Background: an optimization exercise with open tools, aiming at small area. Do not read the settings as production practice. Only simulation tests tie the RTL to the original design; equivalence was not proved. Power and IR drop assume default switching activity.

## constraint.sdc

```tcl
create_clock -name core_clock -period 10.0 [get_ports {clk}]
set_input_delay 2.0000 -clock core_clock [delete_from_list [all_inputs] [get_ports {clk}]]
set_output_delay 2.0000 -clock core_clock [all_outputs]
set_load 0.01 [all_outputs]
```

## design.v

```verilog
module uart #(
    parameter wait_clk_time=10417
) (
    input Button,
    input clk,
    input rst,
    input i_rx,
    input i_Byte_Size,
    output reg [7:0] o_reg,
    output o_Tx,
    output reg [7:0]o_cathode,
    output reg [3:0] o_seg_select
);
localparam HALF_DELAY_WAIT = (wait_clk_time / 2);
localparam IDLE_T = 5'b00001;
localparam START_T = 5'b00010;
localparam Data_T = 5'b01000;
localparam Stop_T = 5'b10000;
localparam Tx_Debounce = 5'b00100;
localparam IDLE            = 5'b00001;
localparam START           = 5'b00010;
localparam GET_BIT         = 5'b00100;
localparam WAIT_NEXT_BIT   = 5'b01000;
localparam STOP            = 5'b10000;
reg rx_buffer;
reg rx;
reg B_size;
reg [4:0] state;
reg [15:0] counter;
reg Data_Avail;
reg [7:0] Rx_byte;
reg [3:0] bit_index;
reg Rx_byte_cnt;
reg [3:0] Seg_1;
reg [3:0] Seg_2;
reg [3:0] Seg_3;
reg [3:0] Seg_4;
reg[24:0] Seg_Clk;
reg [3:0] Reg__select;
reg D_ready;
reg [4:0] Tx_State;
reg [7:0] Tx_Byte;
reg [32:0] clk_counter;
reg Tx;
reg [2:0] Bit_counter;
reg O_Data_t;
reg [2:0] byte_counter;
reg [7:0] Data_two[1:0];
reg [4:0]i_digit;
always @(*) begin
    case (byte_counter)
        3'd0: Tx_Byte = "D";
        3'd1: Tx_Byte = "A";
        3'd2: Tx_Byte = "L";
        3'd3: Tx_Byte = "H";
        3'd4: Tx_Byte = "A";
        3'd5: Tx_Byte = "\n";
        default: Tx_Byte = 8'd0;
    endcase
end
always @(posedge clk) begin
    if (rst) begin
    rx_buffer <= 1'b1;
    rx <= 1'b1;
    end else begin
    rx_buffer <= i_rx;
    rx <= rx_buffer;
    end
end
always @(posedge clk) begin
    if (rst) begin
        state <= IDLE;
        counter <= 0;
        Data_Avail <= 0;
        bit_index <= 0;
        Rx_byte <= 0;
    end else
    case (state)
        IDLE: begin
            if (rx == 0) begin
                state <= START;
                counter <= 1;
                Data_Avail <= 0;
                bit_index <= 0;
            end
        end
        START: begin
            if (counter == HALF_DELAY_WAIT ) begin
                if (rx == 0) begin
                    state <= GET_BIT;
                    counter <= 1;
                end else begin
                    state <= IDLE;
                end
            end else begin
                counter <= counter + 1;
            end
        end
        WAIT_NEXT_BIT: begin
            if (counter < wait_clk_time ) begin
                counter <= counter + 1;
            end else begin
                counter <= 1;
                state <= GET_BIT;
            end
        end
        GET_BIT: begin
            Rx_byte <= {rx, Rx_byte[7:1]};
            bit_index <= bit_index + 1;
            if (bit_index > 7) begin
                state <= STOP;
                bit_index<=0;
            end else begin
                state <= WAIT_NEXT_BIT;
            end
        end
        STOP: begin
            if (counter < wait_clk_time ) begin
                counter <= counter + 1;
            end else begin
                Data_Avail <= 1;
                state <= IDLE;
                counter <= 0;
            end
        end
        default:
            state<=IDLE;
    endcase
end
always @(posedge clk) begin
    if (rst) begin
        Rx_byte_cnt <= 0;
        o_reg <= 0;
        Seg_1 <= 0;
        Seg_2 <= 0;
        Seg_3 <= 0;
        Seg_4 <= 0;
        Seg_Clk <= 0;
        Reg__select <= 0;
        o_seg_select <= 0;
        i_digit <= 0;
    end else begin
    if (Data_Avail) begin
        Rx_byte_cnt<=Rx_byte_cnt+1;
        if(Rx_byte_cnt>1)begin
        Rx_byte_cnt<=0;
        end
        o_reg <= Rx_byte;
        Seg_1<= Rx_byte % 16;
        Seg_2<= ((Rx_byte/16)%16);
        Seg_3<= ((Rx_byte/256)%16);
        Seg_4<= ((Rx_byte/4096)%16);  
    end
if(Reg__select==0)begin
o_seg_select[0]<=0;
i_digit<=Seg_1;
if(Seg_Clk==99999) begin
    Reg__select<=Reg__select+1;
    Seg_Clk<=0;
    o_seg_select[0]<=1;
end else begin
    Seg_Clk<=Seg_Clk+1;
end
end 
 if(Reg__select==1)begin
    o_seg_select[1]<=0;
    i_digit<=Seg_2;
if(Seg_Clk==99999) begin
    Reg__select<=Reg__select+1;
    Seg_Clk<=0;
    o_seg_select[1]<=1;
end else begin
    Seg_Clk<=Seg_Clk+1;
end
end
 if(Reg__select==2)begin
    o_seg_select[2]<=0;
    i_digit<=Seg_3;
if(Seg_Clk==99999) begin
    Reg__select<=Reg__select+1;
    Seg_Clk<=0;
    o_seg_select[2]<=1;
end else begin
    Seg_Clk<=Seg_Clk+1;
end
end
 if(Reg__select==3)begin
    o_seg_select[3]<=0;
    i_digit<=Seg_4;
if(Seg_Clk==99999) begin
    Reg__select<=0;
    Seg_Clk<=0;
    o_seg_select[3]<=1;
end else begin
    Seg_Clk<=Seg_Clk+1;
end
end
end
end
always@(*)begin
    case (i_digit)
        4'd0: o_cathode = 8'b11000000;  
        4'd1: o_cathode = 8'b11111001;  
        4'd2: o_cathode = 8'b10100100;  
        4'd3: o_cathode = 8'b10110000;  
        4'd4: o_cathode = 8'b10011001;  
        4'd5: o_cathode = 8'b10010010;  
        4'd6: o_cathode = 8'b10000010;  
        4'd7: o_cathode = 8'b11111000;  
        4'd8: o_cathode = 8'b10000000;  
        4'd9: o_cathode = 8'b10010000;  
        4'd10: o_cathode = 8'b10001000;  
        4'd11: o_cathode = 8'b10000011;  
        4'd12: o_cathode = 8'b11000110;  
        4'd13: o_cathode = 8'b10100001;  
        4'd14: o_cathode = 8'b10000110;  
        4'd15: o_cathode = 8'b10001110;  
        default: o_cathode = 8'b11111111;
        endcase
        end
always @(posedge clk) begin
    if(i_Byte_Size==1 && Data_Avail)begin 
end
end
always @(posedge clk) begin
    if (rst) begin
        Tx_State <= IDLE_T;
        clk_counter <= 0;
        Tx <= 1;
        Bit_counter <= 0;
        O_Data_t <= 0;
        byte_counter <= 0;
    end else
    case (Tx_State)
        IDLE_T: begin
            if (Button == 1) begin
                clk_counter <= 0;
                Bit_counter <= 0;
                byte_counter <= 0; 
                Tx_State <= START_T;
            end else begin
                Tx <= 1;
            end
        end
        START_T: begin
            Tx <= 0;
            if (clk_counter == wait_clk_time - 1) begin
                Tx_State <= Data_T;
                clk_counter <= 0;
                Bit_counter <= 0;
            end else begin
                clk_counter <= clk_counter + 1;
            end
        end
        Data_T: begin
            Tx <= Tx_Byte[Bit_counter];
            if (clk_counter == wait_clk_time - 1) begin
                clk_counter <= 0;
                if (Bit_counter == 3'b111) begin
                    Tx_State <= Stop_T;
                end else begin
                    Bit_counter <= Bit_counter + 1;
                    Tx_State <= Data_T;
                end
            end else begin
                clk_counter <= clk_counter + 1;
            end
        end
        Stop_T: begin
            Tx <= 1;
            if (clk_counter == wait_clk_time - 1) begin
                clk_counter <= 0;
                O_Data_t <= 1;
                if (O_Data_t) begin
                    if (byte_counter == 3'd5) begin
                        byte_counter <= 0;
                        Tx_State <= Tx_Debounce;
                    end else begin
                        byte_counter <= byte_counter + 1; 
                        Tx_State <= START_T;
                    end
                end
            end else begin
                clk_counter <= clk_counter + 1;
            end
        end
        Tx_Debounce: begin
            if (clk_counter == 16777215) begin
                if (Button == 0) begin
                    Tx_State <= IDLE_T;
                    clk_counter <= 0;
                end
            end else begin
                clk_counter <= clk_counter + 1;
            end
        end
    endcase
end
assign o_Tx = Tx;
endmodule
```

## config.mk

```make
export PLATFORM = sky130hd
export DESIGN_NAME = uart
export DESIGN_NICKNAME = uart
export VERILOG_FILES = /design/flow/design.v
export SDC_FILE = /design/flow/constraint.sdc
export NUM_CORES = 4
export LEC_CHECK = 0
export CAP_MARGIN = 20
export CORE_MARGIN = 2
export CORE_UTILIZATION = 40
export SLEW_MARGIN = 20
```

## run.sh

```bash
#!/bin/bash
# synth_recipe.tcl (not shown) runs the flow's synth.tcl, then flattens the netlist and writes it again
# the make line also repeats each setting of config.mk as NAME=value (left out here)
make -C /OpenROAD-flow-scripts/flow DESIGN_CONFIG=/design/flow/config.mk WORK_HOME=/design/flow/orfs CLKGATE_MAP_FILE= SYNTH_SCRIPT=/design/flow/synth_recipe.tcl finish
```

==> impl_metrics.ini <==
[final_layout]
nets = 880
drive_gt1_frac = 0.07126
multi_input_area_mm2 = 0.003953
top_regs = clk_counter (33), Seg_Clk (25), counter (16)
regMostFlops = clk_counter
largest_register_ffs = 33
diodes = 0
area_growth_pct = 13.57
final_cell_mix = dfxtp_1, nand2_1, nor2_1
fill_cells = 1668
fin_area_mm2 = 0.007854
final_common_cell = dfxtp_1
register_area_mm2 = 0.002683

[timing]
finalCriticalPeriod_ns = 4.678
hold_violations = 0
fmax_mhz = 213.8
setup_viol_count_final = 0
relSlewSlack = 0.3677
finalSetupTns_ns = 0
worst_slew_pin_slew_ns = 0.9466
fin_worst_skew_ns = 0.01128
drv_slew = 0
final.period_utilization = 0.4678
rsz0062_at_grt = no

[clocking]
root_buffer = clkbuf_16
clk_latency_ns = 0.42
h-tree-depth = 4
cts_buffers = 17
cts_setup_buffers = 0
clk_pin_slew_ns = 0.06
holdBufCountCts = 0
tritoncts = yes
ctsLongestPathBuffers = 2
cts-resized-gates = 0
numClockSinks = 134

[routing]
vias_per_cell = 5.451
drc = 0
wl_um = 14880
via_count = 5969
antenna_left = 0
first_iter_violations = 399
first_pass_iters = 5
wire_per_inst_um = 13.59

[outcome]
status = complete, no violations

[global_routing]
grt.total_usage = 0.1712
overflow = 0
grt_pass1_vias = 5341
grt_max_degree = 58
antenna_found_initial = 0
grt_first_pass_wirelength_um = 25640

[logic_synthesis]
synth_area_mm2 = 0.006915
ys.flop_type = dfxtp_1
ys_types = 76
synthTopCellsByArea = dfxtp_1, nand2_1, a21oi_1
synth-edff-count = 0
yosysTopAreaCellShare = 0.3879
yosysWarningCount = 1
yosysSeqAreaShare = 0.3879
synth_top_area_cell = dfxtp_1
synthArstFlopShare = 0
syn_inst = 849
syn_nets = 872
synth-seq-cells = 134
syn_avg_cell_area_um2 = 8.145

[die]
die_w_um = 135.5
rows = 48
start_util = 0.4040
die_h_um = 135.5
core-area_mm2 = 0.01712
num_io_pins = 26
die_area_mm2 = 0.01836

[setup_path]
cp_max_fo = 57
required_ns = 10.31
critPathKind = primary input to register
critPathArrivalTime_ns = 4.98
startpoint_type = primary input
worstSetupEndpointType = register

[placed_design]
dp_hpwl_um = 10050
port_buffers = 23
placed_cell_area_mm2 = 0.007277
gp_congestion = 0.8315

[job]
drv_cap = 0

[hold_path]
hold_class = register to register

[pwr]
power_frac_seq = 0.436
switchingPower_mw = 0.3155
internal-power_mw = 0.9483
ir_worst_vdd_mv = 0.1191
power_density_mw_per_mm2 = 160.9
clockPowerShare = 0.480
p_sw_frac = 0.2497
p_comb_frac = 0.084
leakagePower_nw = 2.714
[area by class of cell]
cell class / count / area share
clock buffer: 21 / 0.05735
inverter: 28 / 0.01338
timing repair buffer: 27 / 0.03250
multi-input combinational: 649 / 0.5033
clock inverter: 11 / 0.01609
tap: 225 / 0.03585
sequential: 134 / 0.3416
[path summary, 6_finish.rpt]
check,start,endpoint,slack [ns],cells after the start
worst max-delay path,rst,clk_counter[18],5.32,8
worst min-delay path,rx_buffer,rx,0.41,1
worst max register to register,Reg__select[0],o_cathode[1],6.95,10
worst min register to register,rx_buffer,rx,0.41,1
[synth_stat cells, types with 8 or more instances]
cell type / instances
or3_1: 16
nor4_1: 12
xor2_1: 18
o21ai_1: 12
a31oi_1: 18
and2_1: 8
clkbuf_1: 21
buf_2: 10
nand3_1: 43
o21ai_0: 29
or2_2: 10
nor3_1: 19
xnor2_1: 11
a21oi_1: 68
dfxtp_1: 134
mux2i_1: 26
nand2_1: 97
and3_1: 20
nand4_1: 21
ha_1: 18
nor2_1: 88
a22o_1: 8
inv_1: 26
[power groups by stage]
stage | clock (mW) | combinational [mW] | sequential [mW]
3_3_place_gp | 0 | 0.106 | 0.563
4_1_cts | 0.625 | 0.106 | 0.550
6_report | 0.607 | 0.106 | 0.551
2_1_floorplan | 0 | 0.0849 | 0.560
5_1_grt | 0.648 | 0.119 | 0.552
3_5_place_dp | 0 | 0.105 | 0.562
[per-layer routing]
| metal | track usage | vias to the layer above | part of all wire |
|---|---|---|---|
| met5 | 0 | - | 0 |
| met4 | 0.06539 | 0 | 0.014 |
| met3 | 0.04003 | 19 | 0.032 |
| met2 | 0.2541 | 89 | 0.44 |
| met1 | 0.2412 | 2775 | 0.52 |
| li1 | - | 3086 | - |
[cell families (layout without fill, tap and decap cells)]
| kind of cell | after synthesis | count (layout) | share of synthesized area |
|---|---|---|---|
| other | 1 | 1 | 0.0005423 |
| and+or+nand+nor | 380 | 380 | 0.2813 |
| AOI/OAI and AO/OA | 192 | 192 | 0.1779 |
| adders and majority gates | 18 | 18 | 0.03257 |
| buffers and inverters | 66 | 87 | 0.04053 |
| DFF | 134 | 134 | 0.3879 |
| xor gates and xnor gates | 29 | 29 | 0.03673 |
| muxes | 29 | 29 | 0.04252 |
[critical path: stages]
cell and delay, ns:
buf_2 0.07, buf_4 0.52, clkinv_1 0.74, o311ai_1 0.35, nand2_1 0.48, buf_4 0.37, and3_1 0.18, a221o_1 0.25
[metrics by stage]
stage	instances	setup slack [ns]	hold slack, ns	utilization	power (mW)
final	1095	5.322	0.4067	0.4588	1.264
after global routing	1095	5.056	0.4147	0.4588	1.319
after CTS	1095	5.352	0.4108	0.4588	1.281
after detailed placement	1063	4.916	0.3965	0.4251	0.6676
after global placement	1063	4.925	0.3927	0.4251	0.6688
after floorplan	849	6.557	0.3895	-	0.6444

==> afterwards: timing with drivers on the ports <==
Ports are ideal in the flow. The routed layout listed here was re-timed in OpenROAD.
Step 1: set_driving_cell puts a clkbuf_16 on clk and a buf_2 on each other input, an assumption about the parent block.
Step 2 moves the port delays by t, midway between the first and last clock arrival at a register: inputs arrive t later, outputs are due t later. That takes back most of the time a late clock gives input paths.
Slacks: ideal ports / drivers / drivers and shift; pairs: ideal ports / drivers.
shift t [ns]: 0.461
setup WS [ns]: 5.322 / 5.346 / 4.886
latest minus earliest clock arrival (ns): 0.013 / 0.013
cell pins on the clock port's net: 1
After both steps this run still meets setup and hold. The setup slack of this run moves by +0.024 ns with the drivers and by -0.436 ns with both steps.
